Background: an optimization exercise with open tools, aiming at small area, a short achievable clock period and few clock cycles per item. Do not read the settings as production practice.
The RTL of this run was laid out without a check of its function.
No activity file was given, so power comes from the tool's default toggle rates.

$ cat flow/flow/run.sh
#!/bin/bash
# Layout flow: the standard synthesis, then the combinational logic re-mapped
# by ABC (flip-flops untouched), then the standard ORFS flow from floorplan on.
# Each tool's output goes to a log file of its own in the work folder.
set -euo pipefail
W=$(pwd)
F=$W/flow
R=$W/orfs/results/${FLOW_PLATFORM}/alu/base
ABC_D=$(cat $F/abc_delay_ps)
bash standard.sh synth > $W/log_1_standard_synth.txt 2>&1
cp $R/1_2_yosys.v $W/standard_1_2_yosys.v
DU=$(make -s -C $FLOW_HOME DESIGN_CONFIG=$FLOW_CONFIG WORK_HOME=$W/orfs print-DONT_USE_CELLS | sed 's/^DONT_USE_CELLS: //')
printf 'set_driving_cell sky130_fd_sc_hd__buf_1\nset_load 5\n' > $W/abc.constr
sed "s/{D}/-D $ABC_D/g" $F/s.abc > $W/resynth.abc
RS_IN=$W/standard_1_2_yosys.v RS_OUT=$W/resynth.v \
  RS_LIB=$FLOW_HOME/platforms/${FLOW_PLATFORM}/lib/sky130_fd_sc_hd__tt_025C_1v80.lib \
  RS_DONTUSE="$DU" RS_D=$ABC_D RS_SCRIPT=$W/resynth.abc RS_CONSTR=$W/abc.constr \
  RS_KEEP_FA=$(cat $F/keep_fa 2>/dev/null || echo 0) yosys -c $F/resynth.tcl > $W/log_2_resynth.txt 2>&1
cp $W/resynth.v $R/1_2_yosys.v
rm -f $R/1_synth.odb $R/1_synth.sdc
if [[ -f $F/orfs_env ]]; then source $F/orfs_env; fi
bash standard.sh finish > $W/log_3_standard_finish.txt 2>&1
$ cat flow/flow/abc_delay_ps
3000
$ cat flow/flow/keep_fa
1
$ cat flow/flow/orfs_env
export BUFFER_PORTS_ARGS="-buffer_cell sky130_fd_sc_hd__buf_1"
$ cat flow/flow/resynth.tcl
# Re-map the combinational logic of the standard synthesis netlist with ABC.
# The flip-flops are left as they are (same instances, names and cell types).
# env: RS_IN (netlist in), RS_OUT (netlist out), RS_LIB, RS_DONTUSE, RS_D (ABC delay target, ps),
#      RS_SCRIPT (optional ABC script)
yosys -import
set lib $::env(RS_LIB)
set du {}
foreach c $::env(RS_DONTUSE) { lappend du -dont_use $c }
read_liberty -ignore_miss_func $lib
# keep the sequential and tie cells as black boxes
foreach m [split [string trim [tee -q -s result.string select -list-mod sky130_fd_sc_hd__df* sky130_fd_sc_hd__conb_*]] "\n"] {
  blackbox $m
}
read_verilog $::env(RS_IN)
hierarchy -top alu
# Keep the full-adder cells that no flip-flop feeds (the multiplier's tree) as they are.
if {[info exists ::env(RS_KEEP_FA)] && $::env(RS_KEEP_FA)} {
  set fh [open $::env(RS_IN) r]; set ntxt [read $fh]; close $fh
  set fft [lsort -unique [regexp -all -inline {sky130_fd_sc_hd__df[a-z0-9_]+} $ntxt]]
  set ffsel {}
  set rules {}
  foreach m $fft { lappend ffsel "alu/t:$m"; append rules ":-${m}\[D,RESET_B,SET_B\]" }
  select -set ffs {*}$ffsel
  select -set regcone @ffs %co*$rules
  select -set keepfa alu/t:sky130_fd_sc_hd__fa_1 @regcone %d
  select -count @keepfa
  setattr -set keep_hierarchy 1 @keepfa
  select -clear
}
flatten alu
select -module alu
opt -purge
select -clear
hierarchy -top alu
set abc_args [list -liberty $lib {*}$du -D $::env(RS_D)]
if {[info exists ::env(RS_SCRIPT)] && $::env(RS_SCRIPT) ne ""} { lappend abc_args -script $::env(RS_SCRIPT) }
if {[info exists ::env(RS_CONSTR)] && $::env(RS_CONSTR) ne ""} { lappend abc_args -constr $::env(RS_CONSTR) }
abc {*}$abc_args
opt_clean -purge
if {[info exists ::env(RS_KEEP_FA)] && $::env(RS_KEEP_FA)} {
  blackbox sky130_fd_sc_hd__fa_1
}
hilomap -singleton -hicell sky130_fd_sc_hd__conb_1 HI -locell sky130_fd_sc_hd__conb_1 LO
splitnets
opt_clean -purge
tee -o $::env(RS_OUT).stat stat -liberty $lib
write_verilog -noattr -noexpr -nohex -nodec $::env(RS_OUT)
$ cat flow/flow/s.abc
strash
&get -n
&fraig -x
&put
scorr
dc2
strash
dch -f
balance
resub -K 6
rewrite
resub -K 6 -N 2
refactor
resub -K 8
balance
resub -K 8 -N 2
rewrite
resub -K 10
rewrite -z
resub -K 10 -N 2
balance
resub -K 12
refactor -z
resub -K 12 -N 2
rewrite -z
balance
dch -f
map {D}
topo
buffer -p
upsize {D}
dnsize {D}
stime -p
$ cat flow/standard.sh
#!/bin/bash
# synth_recipe.tcl (not shown) runs the flow's synth.tcl, then flattens the netlist and writes it again
# the make line also repeats each setting of config.mk as NAME=value (left out here)
make -C /OpenROAD-flow-scripts/flow DESIGN_CONFIG=/design/flow/config.mk WORK_HOME=/design/flow/orfs CLKGATE_MAP_FILE= SYNTH_SCRIPT=/design/flow/synth_recipe.tcl "${@:-finish}"
$ cat flow/config.mk
export PLATFORM = sky130hd
export DESIGN_NAME = alu
export DESIGN_NICKNAME = alu
export VERILOG_FILES = /design/flow/design.v
export SDC_FILE = /design/flow/constraint.sdc
export NUM_CORES = 4
export LEC_CHECK = 0
export CAP_MARGIN = 20
export CORE_MARGIN = 2
export CORE_UTILIZATION = 40
export CTS_BUF_LIST = sky130_fd_sc_hd__clkbuf_4
export SLEW_MARGIN = 20
$ cat flow/constraint.sdc
create_clock -name core_clock -period 14.0 [get_ports {clk}]
set_input_delay 2.8000 -clock core_clock [delete_from_list [all_inputs] [get_ports {clk}]]
set_output_delay 2.8000 -clock core_clock [all_outputs]
set_load 0.01 [all_outputs]
$ cat flow/design.v
module addsub(input mul, input sub, input [15:0] a, input [7:0] b,
              input [15:0] mx, input [15:0] my, output [15:0] y);
    wire [15:0] bx = {{8{b[7]}}, b} ^ {16{sub}};
    wire [15:0] p  = mul ? mx : a;
    wire [15:0] q  = mul ? my : bx;
    assign y = p + q + {15'd0, ~mul & sub};
endmodule
module mul8s_tree(input [7:0] a, input [7:0] b, output [15:0] x, output [15:0] y);
    wire [8:0] bb = {b, 1'b0};
    wire one0 = bb[1] ^ bb[0];
    wire two0 = (bb[2] & ~bb[1] & ~bb[0]) | (~bb[2] & bb[1] & bb[0]);
    wire neg0 = bb[2];
    wire [8:0] pp0 = (({a[7], a} & {9{one0}}) | ({a, 1'b0} & {9{two0}})) ^ {9{neg0}};
    wire one1 = bb[3] ^ bb[2];
    wire two1 = (bb[4] & ~bb[3] & ~bb[2]) | (~bb[4] & bb[3] & bb[2]);
    wire neg1 = bb[4];
    wire [8:0] pp1 = (({a[7], a} & {9{one1}}) | ({a, 1'b0} & {9{two1}})) ^ {9{neg1}};
    wire one2 = bb[5] ^ bb[4];
    wire two2 = (bb[6] & ~bb[5] & ~bb[4]) | (~bb[6] & bb[5] & bb[4]);
    wire neg2 = bb[6];
    wire [8:0] pp2 = (({a[7], a} & {9{one2}}) | ({a, 1'b0} & {9{two2}})) ^ {9{neg2}};
    wire one3 = bb[7] ^ bb[6];
    wire two3 = (bb[8] & ~bb[7] & ~bb[6]) | (~bb[8] & bb[7] & bb[6]);
    wire neg3 = bb[8];
    wire [8:0] pp3 = (({a[7], a} & {9{one3}}) | ({a, 1'b0} & {9{two3}})) ^ {9{neg3}};
    wire m1 = pp0[0];
    wire m2 = neg0;
    wire m3 = pp0[1];
    wire m4 = pp0[2];
    wire m5 = pp1[0];
    wire m6 = neg1;
    wire m7 = pp0[3];
    wire m8 = pp1[1];
    wire m9 = pp0[4];
    wire m10 = pp1[2];
    wire m11 = pp2[0];
    wire m12 = neg2;
    wire m13 = pp0[5];
    wire m14 = pp1[3];
    wire m15 = pp2[1];
    wire m16 = pp0[6];
    wire m17 = pp1[4];
    wire m18 = pp2[2];
    wire m19 = pp3[0];
    wire m20 = neg3;
    wire m21 = pp0[7];
    wire m22 = pp1[5];
    wire m23 = pp2[3];
    wire m24 = pp3[1];
    wire m25 = ~pp0[8];
    wire m26 = pp1[6];
    wire m27 = pp2[4];
    wire m28 = pp3[2];
    wire m29 = pp1[7];
    wire m30 = pp2[5];
    wire m31 = pp3[3];
    wire m32 = ~pp1[8];
    wire m33 = pp2[6];
    wire m34 = pp3[4];
    wire m35 = pp2[7];
    wire m36 = pp3[5];
    wire m37 = ~pp2[8];
    wire m38 = pp3[6];
    wire m39 = pp3[7];
    wire m40 = ~pp3[8];
    wire m41 = m16 ^ m17;
    wire m42 = m16 & m17;
    wire m43 = m21 ^ m22;
    wire m44 = m21 & m22;
    wire m45 = m25 ^ m26 ^ m27;
    wire m46 = (m25 & m26) | (m27 & (m25 ^ m26));
    wire m47 = m29 ^ m30;
    wire m48 = m29 & m30;
    wire m49 = m9 ^ m10;
    wire m50 = m9 & m10;
    wire m51 = m13 ^ m14;
    wire m52 = m13 & m14;
    wire m53 = m18 ^ m19 ^ m20;
    wire m54 = (m18 & m19) | (m20 & (m18 ^ m19));
    wire m55 = m23 ^ m24 ^ m43;
    wire m56 = (m23 & m24) | (m43 & (m23 ^ m24));
    wire m57 = m28 ^ 1'b1 ^ m45;
    wire m58 = (m28 & 1'b1) | (m45 & (m28 ^ 1'b1));
    wire m59 = m31 ^ 1'b1 ^ m47;
    wire m60 = (m31 & 1'b1) | (m47 & (m31 ^ 1'b1));
    wire m61 = m32 ^ m33 ^ m34;
    wire m62 = (m32 & m33) | (m34 & (m32 ^ m33));
    wire m63 = m35 ^ m36;
    wire m64 = m35 & m36;
    wire m65 = m4 ^ m5;
    wire m66 = m4 & m5;
    wire m67 = m7 ^ m8;
    wire m68 = m7 & m8;
    wire m69 = m11 ^ m12 ^ m49;
    wire m70 = (m11 & m12) | (m49 & (m11 ^ m12));
    wire m71 = m15 ^ m51 ^ m50;
    wire m72 = (m15 & m51) | (m50 & (m15 ^ m51));
    wire m73 = m41 ^ m53 ^ m52;
    wire m74 = (m41 & m53) | (m52 & (m41 ^ m53));
    wire m75 = m42 ^ m55 ^ m54;
    wire m76 = (m42 & m55) | (m54 & (m42 ^ m55));
    wire m77 = m44 ^ m57 ^ m56;
    wire m78 = (m44 & m57) | (m56 & (m44 ^ m57));
    wire m79 = m46 ^ m59 ^ m58;
    wire m80 = (m46 & m59) | (m58 & (m46 ^ m59));
    wire m81 = m48 ^ m61 ^ m60;
    wire m82 = (m48 & m61) | (m60 & (m48 ^ m61));
    wire m83 = 1'b1 ^ m63 ^ m62;
    wire m84 = (1'b1 & m63) | (m62 & (1'b1 ^ m63));
    wire m85 = m37 ^ m38 ^ m64;
    wire m86 = (m37 & m38) | (m64 & (m37 ^ m38));
    wire m87 = m39 ^ 1'b1;
    wire m88 = m39 & 1'b1;
    assign x = {1'b1, m40, m87, m85, m83, m81, m79, m77, m75, m73, m71, m69, m67, m6, m3, m1};
    assign y = {1'b0, m88, m86, m84, m82, m80, m78, m76, m74, m72, m70, m68, m66, m65, 1'b0, m2};
endmodule
module divrow(input [8:0] t, input [7:0] d, output c, output [7:0] r);
    wire [7:0] g = t[7:0] & ~d;
    wire [7:0] p = t[7:0] | ~d;
    wire [7:0] x = ~(t[7:0] ^ d);
    wire G1 = g[1] | (p[1] & p[0]);
    wire G2 = g[3] | (p[3] & g[2]);
    wire P2 = p[3] & p[2];
    wire G3 = g[5] | (p[5] & g[4]);
    wire P3 = p[5] & p[4];
    wire G4 = g[7] | (p[7] & g[6]);
    wire P4 = p[7] & p[6];
    wire G5 = g[2] | (p[2] & G1);
    wire G6 = G2 | (P2 & G1);
    wire G7 = g[6] | (p[6] & G3);
    wire P7 = p[6] & P3;
    wire G8 = G4 | (P4 & G3);
    wire P8 = P4 & P3;
    wire G9 = g[4] | (p[4] & G6);
    wire G10 = G3 | (P3 & G6);
    wire G11 = G7 | (P7 & G6);
    wire G12 = G8 | (P8 & G6);
    assign c = t[8] | G12;
    assign r[0] = c ? (x[0] ^ 1'b1) : t[0];
    assign r[1] = c ? (x[1] ^ p[0]) : t[1];
    assign r[2] = c ? (x[2] ^ G1) : t[2];
    assign r[3] = c ? (x[3] ^ G5) : t[3];
    assign r[4] = c ? (x[4] ^ G6) : t[4];
    assign r[5] = c ? (x[5] ^ G9) : t[5];
    assign r[6] = c ? (x[6] ^ G10) : t[6];
    assign r[7] = c ? (x[7] ^ G11) : t[7];
endmodule
module alu(
    input wire clk,
    input wire reset,
    input wire start,
    input wire [1:0] op_select,    
    input wire [15:0] op1,
    input wire [7:0] op2,
    output reg [15:0] res,
    output reg done
);
    wire [15:0] mx, my;
    mul8s_tree u_mul (.a(op1[7:0]), .b(op2), .x(mx), .y(my));
    wire [15:0] sum;
    addsub u_add (.mul(op_select[1]), .sub(op_select[0]), .a(op1), .b(op2),
                  .mx(mx), .my(my), .y(sum));
    reg        busy;         
    reg  [7:0] rem_r;        
    reg  [3:0] q_r;          
    always @(posedge clk or posedge reset)
        if (reset) busy <= 1'b0;
        else       busy <= start & op_select[1] & op_select[0];
    wire [3:0] n = busy ? op1[3:0] : op1[7:4];
    wire [7:0] rem [0:4];
    wire [3:0] q;
    assign rem[0] = busy ? rem_r : op1[15:8];
    genvar i;
    generate
        for (i = 0; i < 4; i = i + 1) begin : rows
            divrow u (.t({rem[i], n[3-i]}), .d(op2), .c(q[3-i]), .r(rem[i+1]));
        end
    endgenerate
    always @(posedge clk) begin
        rem_r <= rem[4];
        q_r   <= q;
    end
    always @(*) begin
        if (op_select == 2'b11) begin
            res  = {q_r, q, rem[4]};
            done = busy;
        end else begin
            res  = sum;
            done = 1'b1;
        end
    end
endmodule
==> results.txt <==
Clock transition at path regs=approximately 0.090 ns; fin cells=955; PwrDens=around 140 mW/mm2; initial antenna violation count=0; HPWL Detailed=12800 um; # port buffers=between 40 and 50; hold_buf cts=0; antenna cell count=0; fin. max-slew vios=0; CTS Root Cell=clkbuf_4; Worst path max stage delay=roughly 0.55 ns; Critical Path Fanout Max=16; Die H=approximately 110 um; slowest CP cell=buf_1; area delta synth->final=3.13%; layout cell share with drive strength beyond 1=0.0813; area taken by flip-flops and latches=265 um2; Mapped Cells=slightly below 800; pin count of the biggest net entering global routing=29; Worst Setup End Kind=output port; Hold Crit Depth=4; status=finished clean; clk buf depth=2; Setup Crit Path Kind=input port to output port; CP Launch Type=input port; crit share post-route=0.911; GRT met2 Usage=0.427; CTS sink count=13; grt met1 use=0.338; Reg power frac=0.090; Rel. slew slack=0.503; Final Hold Fails=0; Core Area=approximately 0.011 mm2; Leak=2.21 nW; DR iter-0 viols=~430; Setup Skew=0.0105 ns; CP arrival=9.96 ns; multi-input logic area=about 0.0037 mm2; GRT Overall Usage=0.250; routed length per instance=~17 um; Rows=39; routability cong.=between 0.9 and 1; total gr overflow=0; Via density=around 5.7; vias in the first global route=roughly 5000; data required time of the worst path=roughly 11 ns; DRT antenna net count=0; worst-margin pin slew=roughly 0.75 ns; number of placed cells counting well taps=about 950; setup violators final=0; P_sw=around 0.41 mW; Layout Nets=854; most frequent CP cell=nand3_2; min cycle time layout=approximately 13 ns; TNS Setup=0 ns; Starting Density=0.408; DR pass1 iterations=5; CTS H-tree lvls=1; internal power=between 0.2 and 0.3 mW; # fillers=1277; I/O Pins=46; Post-Syn Nets=~830; die footprint=0.0125 mm2; Avg Synthesized Cell Area=around 6 um2; met3 Resource Use GR=0.00925; Post-CTS Setup Inserts=0; Design Power=a little under 0.7 mW; DR DRC count=0; Combinational Power Share=0.868; die width=112 um; Mapped Area=about 0.0046 mm2; Worst VDD drop=about 0.00008 V; Routed Wire Length=around 16000 um; maxcap violations=0; GRT Max-Usage Layer=met2; TritonCTS clock tree=yes; R2R depth=37; DR vias=between 5000 and 6000; post-cts resize count=0; clk latency of the worst-skew pair=about 0.29 ns; Max Fclk=approximately 0.078 GHz; worst min-delay path category=flop to flop; yosys warns=1; CTS buffer count=3; RSZ-0062 raised after global routing=false; global-route wire length before repair=between 20000 and 30000 um; Switching Fraction=0.601; power share of the clock group=0.042
==> power groups by stage <==
| stage | registers [mW] | logic (mW) | clock network, mW |
|---|---|---|---|
| after floorplan | 0.0608 | 0.470 | 0 |
| after global placement | 0.0619 | 0.584 | 0 |
| after detailed placement | 0.0622 | 0.583 | 0 |
| after CTS | 0.0614 | 0.586 | 0.0282 |
| after global routing | 0.0627 | 0.656 | 0.0297 |
| final | 0.0613 | 0.591 | 0.0287 |
==> worst paths after layout <==
check	from	end	slack, ns
min reg2reg	rem_r[7]	q_r[3]	0.71
min in group asynchronous	reset	busy	2.30
max	op2[1]	res[4]	1.24
max in group asynchronous	reset	busy	11.61
max reg2reg	busy	rem_r[5]	7.23
min	rem_r[7]	q_r[3]	0.71
==> placed cells by master, fill, tap and decap left out, drive strengths merged, types with 2 or more instances in the layout <==
| cell | n |
|---|---|
| or2 | 12 |
| a21oi | 61 |
| o21ai | 73 |
| o21bai | 4 |
| nand4 | 11 |
| nand3 | 51 |
| xor2 | 27 |
| o2111ai | 3 |
| buf | 53 |
| nor2 | 108 |
| nand2 | 171 |
| o22ai | 15 |
| dfxtp | 12 |
| inv | 95 |
| fa | 12 |
| a21o | 2 |
| nor3 | 6 |
| a21boi | 2 |
| a211oi | 3 |
| a22o | 3 |
| clkbuf | 4 |
| a22oi | 4 |
| a221oi | 7 |
| a31oi | 14 |
| and2 | 5 |
| o221ai | 8 |
| o31ai | 2 |
| xnor2 | 6 |
| clkinv | 2 |
| o211ai | 16 |
| o21a | 10 |
==> layout make-up <==
type,count,area share
clock buffers,4,0.00628
repair buffers,53,0.0479
multi-input cells,645,0.776
inverters,97,0.0767
flip-flops and latches,13,0.0555
well taps,143,0.0374
==> state kept, by name (all words and copies together), names as in the netlist <==
signal  count
q_r         4
busy        1
rem_r       8
==> stage by stage <==
step	instance area, um2	setup slack, ns	hold slack (ns)	util
after floorplan	4640	3.80	0.611	-
after global placement	4750	1.53	0.684	0.418
after detailed placement	4750	1.40	0.681	0.418
after CTS	4780	1.38	0.706	0.421
after global routing	4780	0.644	0.763	0.421
final	4780	1.24	0.711	0.421
==> worst max-delay path, delay by kind of cell <==
family	cells	cell delay, ns
AO/OA/AOI/OAI	14	3.16
AND/OR/NAND/NOR	20	2.79
buffers and inverters	3	1.19
==> metal layers <==
metal | vias to the layer above | wire [um]
met2 | 247 | 7480
li1 | 2719 | -
met3 | 35 | 1120
met5 | - | 0
met4 | 0 | 527
met1 | 2434 | 6930

[static timing again, ports no longer ideal]
How much do the figures lean on ideal ports? The routed layout below was timed once more, with nothing changed but the port constraints.
Step 1 (the two cells are an assumption about what drives the block):
set clk [get_ports {clk}]
set_driving_cell -lib_cell sky130_fd_sc_hd__clkbuf_16 $clk
set_driving_cell -lib_cell sky130_fd_sc_hd__buf_2 [delete_from_list [all_inputs] $clk]
Step 2 also shifts input and output timing later by t, the mid clock arrival at the registers, as if the neighbouring blocks saw the same clock.
Slacks: no drivers / after step 1 / after step 2; pairs: no drivers / after step 1.
t, ns: 0.309
slack for setup (ns): 1.240 / 1.207 / 1.207
worst setup path after step 2: input to output
worst register clock-pin slew, ns: 0.11 / 0.11
After both steps this run still meets setup and hold. The setup slack of this run moves by -0.033 ns with the drivers and by -0.033 ns with both steps.
